From an optimization exercise on the open Yosys and OpenROAD flow, aimed at small area and a short achievable clock period; shortcuts taken in it are not production practice.
No functional check of the RTL was part of any run shown here.

==> flow/design.v, too long to show whole: its modules and the start of the top module <==
// module Algorithmic_Multiplier: 4799 lines
// module Full_Adder: 4 lines
// module Half_Adder: 4 lines
module Algorithmic_Multiplier(
    input signed [15:0] b0, b1, b2, b3,
    input signed [15:0] x0, x1, x2, x3,
    input clk,
    output signed [15:0] y0, y1, y2, y3
);
  // ...
==> flow/flow/run.sh <==
#!/bin/bash
# Standard ORFS layout, with the port buffers chosen here instead of by buffer_ports' default.
set -euo pipefail
W=$PWD
export DONT_BUFFER_PORTS=1
export PRE_GLOBAL_PLACE_TCL=$W/flow/ports.tcl
export SETUP_SLACK_MARGIN=15.7
bash standard.sh > $W/standard_make.log 2>&1
==> flow/flow/ports.tcl <==
# Buffer every input and output port: small buffers on the inputs, a stronger one on the outputs.
buffer_ports -inputs -buffer_cell sky130_fd_sc_hd__buf_1
buffer_ports -outputs -buffer_cell sky130_fd_sc_hd__buf_4
==> flow/standard.sh <==
#!/bin/bash
# synth_recipe.tcl (not shown) runs the flow's synth.tcl, then flattens the netlist and writes it again
# the make line also repeats each setting of config.mk as NAME=value (left out here)
make -C /OpenROAD-flow-scripts/flow DESIGN_CONFIG=/design/flow/config.mk WORK_HOME=/design/flow/orfs CLKGATE_MAP_FILE= SYNTH_SCRIPT=/design/flow/synth_recipe.tcl "${@:-finish}"
==> flow/config.mk <==
export PLATFORM = sky130hd
export DESIGN_NAME = Algorithmic_Multiplier
export DESIGN_NICKNAME = Algorithmic_Multiplier
export VERILOG_FILES = /design/flow/design.v
export SDC_FILE = /design/flow/constraint.sdc
export NUM_CORES = 4
export LEC_CHECK = 0
export CAP_MARGIN = 20
export CORE_MARGIN = 2
export CORE_UTILIZATION = 40
export SLEW_MARGIN = 20
export SYNTH_HIERARCHICAL = 1
export SYNTH_MINIMUM_KEEP_SIZE = 0
==> flow/constraint.sdc <==
create_clock -name core_clock -period 21.0 [get_ports {clk}]
set_input_delay 4.2000 -clock core_clock [delete_from_list [all_inputs] [get_ports {clk}]]
set_output_delay 4.2000 -clock core_clock [all_outputs]
set_load 0.01 [all_outputs]
==> run_results.csv, run 1 <==
group,metric,value,unit
yosys,synth_cell_types,16,
sta,grt_setup_unrepaired,"yes",
sta,period_share,25.80,%
sta,hold_viol,0,
route,vias_per_cell,4.934,
global_routing,grt_max_degree,18,
critical_path,crit_path_top_delay_cell,"fa_2",
final_layout,antennaDiodeCount,9,
yosys,ys.warnings.count,7,
global_routing,grt_use_met2,34.29,%
final_layout,clk_share,5.435,%
min_path,hold_class,"register to register",
placement,dp_cells,4903,
final_layout,final_cell_mix,"nand2_1 (1004), fa_1 (963), dfxtp_1 (543)",
yosys,synth_top_cell_area_share,49.06,%
status,status,"complete, no violations",
global_routing,grt_pass1_wl,177.4,mm
placement,dp_slack,14.98,ns
sta,finalMaxSlewViolations,0,
final_layout,layout.nets,4937,
sta,finClkSkew,0.03517,ns
final_layout,final-nonclk-buf-share,1.419,%
yosys,synth.most_common_cell,"fa_1",
critical_path,crit_end,"x4338_r2$_DFF_P_",
global_routing,met1_usage,27.69,%
clock_network,cts_resized,108,
global_routing,grt_pass1_vias,28600,
yosys,synth_seq_cells,578,
critical_path,crit_type,"register to register",
floorplan,coreArea,107400,µm²
==> run 2: changes to the inputs <==
--- a/flow/config.mk
+++ b/flow/config.mk
@@ -8,6 +8,8 @@
 export CAP_MARGIN = 20
 export CORE_MARGIN = 2
 export CORE_UTILIZATION = 40
+export CTS_CLUSTER_DIAMETER = 100
+export CTS_CLUSTER_SIZE = 30
 export SLEW_MARGIN = 20
 export SYNTH_HIERARCHICAL = 1
 export SYNTH_MINIMUM_KEEP_SIZE = 0
==> run 2 against run 1 <==
Net effect: still clean; worst setup slack worse by 0.021 ns; worst hold slack better by 0.014 ns; register-to-register slack worse by 0.02 ns; wire length is 0.98% lower; first-iteration DRC count is 3.4% higher; flip-flop and latch count stayed put; non-clock buffer count is 3 higher; die area stayed put; critical path type unchanged.
==> run_results.csv, run 2 <==
group,metric,value,unit
status,status,"complete, no violations",
route,vias_per_cell,4.930,
min_path,hold-path-cell-count,0,
route,vias,24710,
sta,finalMaxSlewViolations,0,
placement,dp_slack,14.98,ns
sta,setup_tns,0,ns
yosys,ys_top_cells_by_count,"fa_1 (1065), nand2_1 (1007), dfxtp_1 (578)",
floorplan,chipWidth,333.6,µm
clock_network,clk_pin_slew_worst_paths,0.11,ns
sta,finClkSkew,0.04044,ns
yosys,syn_nets,4991,
sta,whs,0.3305,ns
global_routing,grt_use_met2,33.72,%
global_routing,grt_use_total,21.37,%
final_layout,fill_cells,9832,
route,drt_first_pass_iters,6,
sta,setup_ws,15.56,ns
critical_path,cp-start-kind,"register",
yosys,seq_area_frac_synth,26.62,%
placement,port_buffers,192,
critical_path,cp_max_fo,4,
yosys,ys.warnings.count,7,
floorplan,design.die.area,111300,µm²
yosys,ys_async_sr_fraction,0,%
critical_path,worstPathArrival,5.95,ns
clock_network,cts_tree,"built",
route,drt_iter0_drc,1869,
global_routing,met3_usage,5.256,%
clock_network,cts_sinks,578,
clock_network,clock_path_buffers,3,
route,ant_nets,0,
yosys,netlist_instances,3665,
floorplan,ios,193,
final_layout,syn_to_final_growth,7.531,%
sta,fmax,183.9,MHz
critical_path,crit_type,"register to register",
global_routing,grt.overflow.total,0,
critical_path,required,21.51,ns
yosys,synth_seq_cells,578,
floorplan,coreArea,107400,µm²
route,drt_wl_total,115.8,mm
sta,final-setup-viol-count,0,
sta,grt_setup_unrepaired,"yes",
global_routing,grt_max_degree,31,
sta,maxSlewHeadroom,38.57,%
sta,hold_viol,0,
yosys,synth_top_cell_area_share,49.06,%
yosys,synth_largest_area_cell,"fa_1",
global_routing,grt_busiest_layer,"met2",
yosys,synth-main-ff-cell,"dfxtp_1",
min_path,hold_class,"register to register",
critical_path,r2r_cells,15,
yosys,synth.most_common_cell,"fa_1",
floorplan,row_count,120,
floorplan,die_y,333.6,µm
global_routing,met1_usage,27.39,%
sta,period_share,25.89,%
sta,worst_slew_pin_slew,0.9202,ns
route,wire_per_inst,23.11,µm
floorplan,initial_utilization,40.48,%
clock_network,cts_buffers,34,
yosys,ys_top_cells_by_area,"fa_1 (49%), dfxtp_1 (27%), nand2_1 (8.7%), ha_1 (3.8%), xnor2_1 (3.5%)",
clock_network,clk_latency,0.64,ns
final_layout,layout_commonest_cell,"nand2_1",
final_layout,final_cell_mix,"nand2_1 (1003), fa_1 (965), dfxtp_1 (539)",
sta,fin_crit,5.438,ns
final_layout,seqCellArea,11650,µm²
global_routing,antenna_found_initial,10,
global_routing,grt_pass1_vias,28000,
clock_network,cts-root-buf,"clkbuf_16",
yosys,synth.cell_area,43460,µm²
yosys,synth.avg_cell_area,11.86,µm²
yosys,synth_cell_types,16,
placement,dpl.hpwl,94.91,mm
critical_path,endpoint_kind,"register",
clock_network,htree_levels,2,
final_layout,layout.nets,4901,
job,maxCapViolCount,0,
final_layout,multi_input_area,29800,µm²
final_layout,drive_above_1_share,8.725,%
yosys,synth_edf_count,0,
placement,gp_congestion,0.9513,
global_routing,grt_pass1_wl,174.5,mm
route,drc,0,
[run 2: cells by family after synthesis]
| group | count (synthesis) | synth area share, % |
|---|---|---|
| fa+ha+maj | 1197 | 52.86 |
| simple gates | 1034 | 9.068 |
| buf+inv | 604 | 5.769 |
| flops | 578 | 26.62 |
| xor+xnor | 244 | 5.499 |
| mux | 8 | 0.1843 |
[run 2: what timing repair did]
action	CTS	global route
hold buffers	0	0
setup endpoints to repair	32	23
cloned	0	1
pin swaps	69	52
setup buffers	27	11
gates resized for setup	108	98
[run 2: stage by stage]
stage	std cells	util, %	area, µm²
after detailed placement	4903	41.47	44520
final	5011	43.53	46730
after CTS	4990	43.11	46280
after global placement	4903	41.47	44520
after floorplan	3665	-	43470
after global routing	5009	43.53	46730
[run 2: final cells by class]
class | count | area share (%)
Clock buffer | 39 | 2.040
Multi-Input combinational cell | 2483 | 63.77
Clock inverter | 21 | 0.6934
Timing Repair Buffer | 82 | 1.590
Antenna cell | 9 | 0.04819
Sequential cell | 578 | 24.92
Tap cell | 1403 | 3.756
Inverter | 396 | 3.181
[run 2: routing by layer]
metal,share of wire (%),wire [µm],up-vias
met5,0.029,34,-
met4,5.7,6631,6
met3,8.5,9872,229
met2,46,53590,1060
met1,39,45660,12990
li1,-,-,10420
[run 2: final timing paths]
kind / start / end / slack [ns]
min reg2reg: x196_r1$_DFF_P_ / x196_r2$_DFF_P_ / 0.33
max reg2reg: br2_10_r1$_DFF_P_ / x2940_r2$_DFF_P_ / 15.56
max: br2_10_r1$_DFF_P_ / x2940_r2$_DFF_P_ / 15.56
min: x196_r1$_DFF_P_ / x196_r2$_DFF_P_ / 0.33
[run 2: critical path: stages (launching register included)]
cell and delay (ns):
dfxtp_4 0.38, fa_1 0.49, buf_4 0.17, fa_2 0.62, nand2_2 0.08, fa_1 0.53, fa_1 0.44, fa_1 0.53
fa_1 0.44, fa_2 0.36, fa_2 0.36, xor2_2 0.19, xnor2_1 0.17, xnor2_1 0.15, xnor2_1 0.15, xnor3_1 0.23
[run 2: per-module statistics from Yosys (local to each module, per instance)]
module,flip-flops and latches,cells inside,cell area (µm²)
Algorithmic_Multiplier,578,2591,22030
Half_Adder,0,1,12.51
Full_Adder,0,1,20.02
==> run 3: changes to the inputs <==
--- a/flow/config.mk
+++ b/flow/config.mk
@@ -7,9 +7,7 @@
 export LEC_CHECK = 0
 export CAP_MARGIN = 20
 export CORE_MARGIN = 2
-export CORE_UTILIZATION = 40
-export CTS_CLUSTER_DIAMETER = 100
-export CTS_CLUSTER_SIZE = 30
+export CORE_UTILIZATION = 60
 export SLEW_MARGIN = 20
 export SYNTH_HIERARCHICAL = 1
 export SYNTH_MINIMUM_KEEP_SIZE = 0
==> run 3 against run 2 <==
Net effect: cell area rose by 0.51%; synthesized area unchanged; sequential share of layout area shrank 0.076 points.
==> run_results.csv, run 3 <==
group,metric,value,unit
sta,finalMaxSlewViolations,0,
global_routing,grt_use_total,33.89,%
yosys,synth.avg_cell_area,11.86,µm²
yosys,seq_area_frac_synth,26.62,%
route,ant_nets,0,
critical_path,crit_type,"register to register",
clock_network,cts_hold_buf,0,
clock_network,clock_path_buffers,3,
sta,final-setup-viol-count,0,
floorplan,die_y,273.1,µm
route,wire_per_inst,26.37,µm
critical_path,worstPathArrival,5.86,ns
yosys,synth-main-ff-cell,"dfxtp_1",
global_routing,grt_pass1_vias,29130,
sta,setup_tns,0,ns
route,vias,25600,
critical_path,cp_num_buf_inv,0,
floorplan,coreArea,71610,µm²
sta,setup_ws,15.61,ns
sta,hold_viol,0,
yosys,netlist_instances,3665,
final_layout,seqCellArea,11670,µm²
route,drt_wl_total,121.0,mm
floorplan,ios,193,
final_layout,final_area,46970,µm²
yosys,ys_top_cells_by_area,"fa_1 (49%), dfxtp_1 (27%), nand2_1 (8.7%), ha_1 (3.8%), xnor2_1 (3.5%)",
yosys,synth_top_cell_area_share,49.06,%
clock_network,clk_pin_slew_worst_paths,0.06,ns
global_routing,grt_max_degree,18,
sta,whs,0.3040,ns
clock_network,cts-root-buf,"clkbuf_16",
floorplan,chipWidth,273.1,µm
final_layout,multi_input_area,29860,µm²
floorplan,row_count,98,
route,drt_first_pass_iters,5,
route,drc,0,
critical_path,cpLargestDelayFamily,"adder cells",
placement,dpl.hpwl,99.18,mm
placement,port_buffers,192,
placement,dp_slack,14.95,ns
yosys,ys_top_cells_by_count,"fa_1 (1065), nand2_1 (1007), dfxtp_1 (578)",
yosys,synth.cell_area,43460,µm²
final_layout,drive_above_1_share,9.700,%
critical_path,crit_chain,"fa_1 -> nand2_1 -> fa_1 -> fa_1 -> fa_1 -> fa_1 -> fa_1 -> fa_2 -> fa_2 -> xor2_2 -> xnor2_2 -> xnor2_1 -> xnor2_1 -> xnor3_1",
global_routing,antenna_found_initial,3,
critical_path,crit_path_top_delay_cell,"fa_1",
final_layout,layout_commonest_cell,"nand2_1",
critical_path,cp-start-kind,"register",
final_layout,fill_cells,5451,
clock_network,htree_levels,3,
final_layout,syn_to_final_growth,8.081,%
critical_path,cp_slowest_stage_delay,0.75,ns
route,vias_per_cell,5.577,
route,drt_iter0_drc,2040,
placement,gp_congestion,0.9736,
yosys,synth_seq_cells,578,
global_routing,grt.overflow.total,0,
placement,dpl_cell_area,43890,µm²
sta,grt_setup_unrepaired,"yes",
floorplan,initial_utilization,60.69,%
yosys,ys_async_sr_fraction,0,%
yosys,synth_cell_types,16,
critical_path,required,21.48,ns
critical_path,endpoint_kind,"register",
yosys,synth_largest_area_cell,"fa_1",
yosys,synth.most_common_cell,"fa_1",
status,status,"complete, no violations",
clock_network,cts_tree,"built",
sta,worst_slew_pin_slew,1.048,ns
critical_path,critPathMostFrequentCell,"fa_1",
sta,maxSlewHeadroom,30.01,%
yosys,ys.warnings.count,7,
min_path,hold_class,"register to register",
final_layout,final_cell_mix,"nand2_1 (1001), fa_1 (977), dfxtp_1 (524)",
final_layout,antennaDiodeCount,0,
floorplan,design.die.area,74610,µm²
sta,finClkSkew,0.02907,ns
job,maxCapViolCount,0,
critical_path,cp_max_fo,7,
clock_network,cts_sinks,578,
sta,fmax,185.7,MHz
global_routing,grt_pass1_wl,181.2,mm
sta,period_share,25.65,%
clock_network,cts_buffers,66,
final_layout,layout.nets,4916,
yosys,syn_nets,4991,
sta,fin_crit,5.386,ns
clock_network,clk_latency,0.62,ns
yosys,synth_edf_count,0,
==> run 3: cell count changes in the layout (fill, tap and decap cells not counted), moves of 12 or more <==
cell | previous run | this run
clkbuf_1 | 0 | 14
clkbuf_16 | 38 | 68
dfxtp_1 | 539 | 524
dfxtp_2 | 28 | 41
fa_1 | 965 | 977
fa_2 | 100 | 88
==> run 3: metrics by stage <==
step	util, %	instances
after global placement	61.29	4441
final	65.60	4589
after detailed placement	61.29	4441
after global routing	65.60	4589
after CTS	65.06	4580
after floorplan	-	3665
==> run 3: worst reg2reg max path: cells and delay by family, from the launching register on <==
family,cells,cell delay (ns)
fa+ha+maj,8,3.92
xor+xnor,5,0.87
flops,1,0.34
simple gates,1,0.13
==> run 3: cells by family (layout without fill, tap and decap cells) <==
family                   Yosys count  in the layout  share of synthesized area [%]
buffers and inverters            604            578                          5.769
multiplexers                       8              8                         0.1843
XOR/XNOR                         244            244                          5.499
flip-flops                       578            578                          26.62
adder cells (fa/ha/maj)         1197           1197                          52.86
AND/OR/NAND/NOR                 1034           1034                          9.068
==> run 3: path summary, 6_finish.rpt <==
path	from	endpoint	slack [ns]	cells after the start
max reg2reg	fs2080_r1$_DFF_P_	x3872_r2$_DFF_P_	15.61	14
max	fs2080_r1$_DFF_P_	x3872_r2$_DFF_P_	15.61	14
min	x990_r1$_DFF_P_	x990_r2$_DFF_P_	0.30	0
min reg2reg	x990_r1$_DFF_P_	x990_r2$_DFF_P_	0.30	0
==> run 3: area by class of cell <==
type                    instances  area share (%)
inverters                     396           3.164
flip-flops and latches        578           24.85
clock inverters                29          0.8390
repair buffers                 65           1.148
clock buffers                  88           3.910
well taps                     950           2.530
multi-input cells            2483           63.56
==> run 3: what timing repair did <==
item | in CTS | in global routing
hold endpoints to repair | 0 | 0
setup endpoints to repair | 33 | 29
pin swaps | 62 | 62
setup buffers | 22 | 8
resized for setup | 110 | 103
cloned | 0 | 1
==> run 3: layer usage <==
layer	part of all wire [%]	track usage, %	vias up
met2	47	53.30	1376
li1	-	-	10480
met1	38	44.70	13470
met5	0	0	-
met3	8.8	7.565	265
met4	5.8	17.31	0
==> run 3: Yosys stat by module (local to each module, per instance) <==
module / copies in the design / cells / flip-flops and latches
Algorithmic_Multiplier: 1 / 2591 / 578
Half_Adder: 9 / 1 / 0
Full_Adder: 1065 / 1 / 0

[port drivers added, routing unchanged]
The results above use ideal ports. As a check the final layouts listed here were re-extracted and re-timed, cells and wires unchanged. Step 1 sets driving cells, clkbuf_16 on the clock port and buf_2 on the other inputs (assumed; they add their load-dependent delay and slew). Step 2, shift: input delay + t, output delay - t, t = (earliest + latest rising clock arrival at the registers) / 2. This alone moves slack from input paths to output paths. Slacks: no drivers / after step 1 / after step 2; pairs: no drivers / after step 1.
| run | shift t [ns] | slack for setup (ns) | pins driven straight from the clock port |
|---|---|---|---|
| run 1 | 0.707 | 15.583 / 15.583 / 15.583 | 1 |
| run 2 | 0.695 | 15.562 / 15.562 / 15.562 | 1 |
| run 3 | 0.679 | 15.614 / 15.614 / 15.614 | 1 |
After both steps every run listed still meets setup and hold.
